From an optimization exercise on the open Yosys and OpenROAD flow, aimed at small area; shortcuts taken in it are not production practice.
In this exercise RTL edits were held to simulation tests only and were not proved equivalent to the original.

## lane 1
Design multiple_rounds, start of the top module:
module multiple_rounds #(parameter N = 32, parameter M = 20)(
  input clk, input rst,
  input wire [N-1:0] a,
  input wire [N-1:0] b,
  input wire [N-1:0] c,
  input wire [N-1:0] d,
  output wire [N-1:0] a_out,
  output wire [N-1:0] b_out,
  output wire [N-1:0] c_out,
  output wire [N-1:0] d_out,
  output reg ready);
  wire k0_s0;
  wire k0_s1;
  wire k0_s2;
  wire k0_s3;
  wire k0_s4;
  wire k0_s5;
  wire k0_s6;
  wire k0_s7;
  wire k0_s8;
  wire k0_s9;
  wire k0_s10;
  wire k0_s11;
  wire k0_s12;
  wire k0_s13;
  wire k0_s14;
  wire k0_s15;
  wire k0_s16;
  wire k0_s17;
  wire k0_s18;
  wire k0_s19;
  wire k0_s20;
  wire k0_s21;
  wire k0_s22;
  wire k0_s23;
  wire k0_s24;
  wire k0_s25;
  wire k0_s26;
  wire k0_s27;
  wire k0_s28;
  wire k0_s29;
  wire k0_s30;
  wire k0_s31;
  wire k0_z16;
  wire k0_z17;
  wire k0_z18;
  wire k0_z19;
  wire k0_z20;
  wire k0_z21;
  wire k0_z22;
  wire k0_z23;
  wire k0_z24;
  wire k0_z25;
  wire k0_z26;
  wire k0_z27;
  wire k0_z28;
  wire k0_z29;
  wire k0_z30;
  wire k0_z31;
  wire k0_z0;
  wire k0_z1;
  wire k0_z2;
  wire k0_z3;
  wire k0_z4;
  wire k0_z5;
  wire k0_z6;
  wire k0_z7;
  wire k0_z8;
  wire k0_z9;
  wire k0_z10;
  wire k0_z11;
  wire k0_z12;
  wire k0_z13;
  wire k0_z14;
  wire k0_z15;
  wire k1_s0;
  wire k1_s1;
  wire k1_s2;
  wire k1_s3;
  wire k1_s4;
  wire k1_s5;
  wire k1_s6;
  wire k1_s7;
  wire k1_s8;
  wire k1_s9;
  wire k1_s10;
  wire k1_s11;
  wire k1_s12;
  wire k1_s13;
  wire k1_s14;
  wire k1_s15;
  wire k1_s16;
  wire k1_s17;
  wire k1_s18;
  wire k1_s19;
  wire k1_s20;
  wire k1_s21;
  wire k1_s22;
  wire k1_s23;
  wire k1_s24;
  ...
clock: 18.0 ns
lec_check: 0
cap_margin: 20
core_margin: 2
core_utilization: 60
cts_buf_list: sky130_fd_sc_hd__clkbuf_16
cts_cluster_diameter: 70
cts_cluster_size: 30
place_density: 0.7
slew_margin: 20
standard.sh (not shown) runs the stock make flow with config.mk's settings and CLKGATE_MAP_FILE= SYNTH_SCRIPT=/design/flow/synth_recipe.tcl, a recipe that flattens the netlist after the stock synthesis.
==> flow/flow/run.sh <==
#!/bin/bash
# The standard layout, with minimum-size buffers on the ports instead of
# the delay-cell buffers buffer_ports picks by default. The whole make output
# is kept in standard_flow.log; ORFS keeps each tool's log under orfs/logs/.
bash standard.sh "BUFFER_PORTS_ARGS=-buffer_cell sky130_fd_sc_hd__buf_1" finish > standard_flow.log 2>&1
Lane 1: no failed stages, no open violations at the end
### lane 1 -> lane 2
- CTS_CLUSTER_SIZE changed from 30 to 35
- CTS_CLUSTER_DIAMETER changed from 70 to 75
==> comparison <==
Lane 2 finished every step from synthesis to the final layout, and the layout passed the timing, DRC and antenna checks.
Compared to lane 1, lane 2 shows a wider setup margin.
Lane 2 and lane 1 ended up with nearly the same layout sequential cell count.
Comparing lane 2 and lane 1, the higher met1 capacity usage during global routing is on lane 2.
--- input diff lane 2..lane 3 ---
- CTS_CLUSTER_DIAMETER now 60, was 75
- CTS_CLUSTER_SIZE now 20, was 35
Lane 3 went all the way through synthesis, placement and routing and the layout is clean on timing, DRC and antenna. Compare lane 3 and lane 2 | proportion of layout cells with a drive suffix above 1 lower: lane 2. For count of buffers inserted at the top-level ports, lane 3 and lane 2 come out practically identical. Re H-tree level count: no difference whatsoever between lane 3 and lane 2. Total setup buffers inserted after CTS: lane 3 > lane 2. Lane 3: worst hold slack 32 ps below lane 2. Critical path arrival sits higher in lane 3 than in lane 2. Compared with lane 2, in lane 3 non-clock buffer contribution to total cell area barely changed; reported max-cap violation count has remained practically unchanged; final design instance area without fill has increased. On share of the core filled with cells: lane 3 sits above lane 2.

[afterwards: timing with drivers on the ports]
The results above use ideal ports. As a check the final layouts listed here were re-extracted and re-timed, cells and wires unchanged.
Step 1 assumes that a clkbuf_16 drives the clock port and a buf_2 every other input.
Step 2 moves the port delays by t, midway between the first and last clock arrival at a register: inputs arrive t later, outputs are due t later. That takes back most of the time a late clock gives input paths.
Slacks: ideal ports / drivers / drivers and shift; pairs: ideal ports / drivers.
run	t, ns	setup slack, ns	worst setup path at the end	worst register clock-pin slew, ns	pins driven straight from the clock port
lane 1	0.842	0.421 / 0.421 / 0.016	input to register	0.12 / 0.12	1
lane 2	0.837	0.429 / 0.429 / 0.079	input to register	0.12 / 0.12	1
lane 3	0.866	0.246 / 0.246 / 0.047	input to register	0.09 / 0.09	1
After both steps every run listed still meets setup and hold. The setup slack of lane 1, which loses most, moves by 0.000 ns with the drivers and by -0.405 ns with both steps.
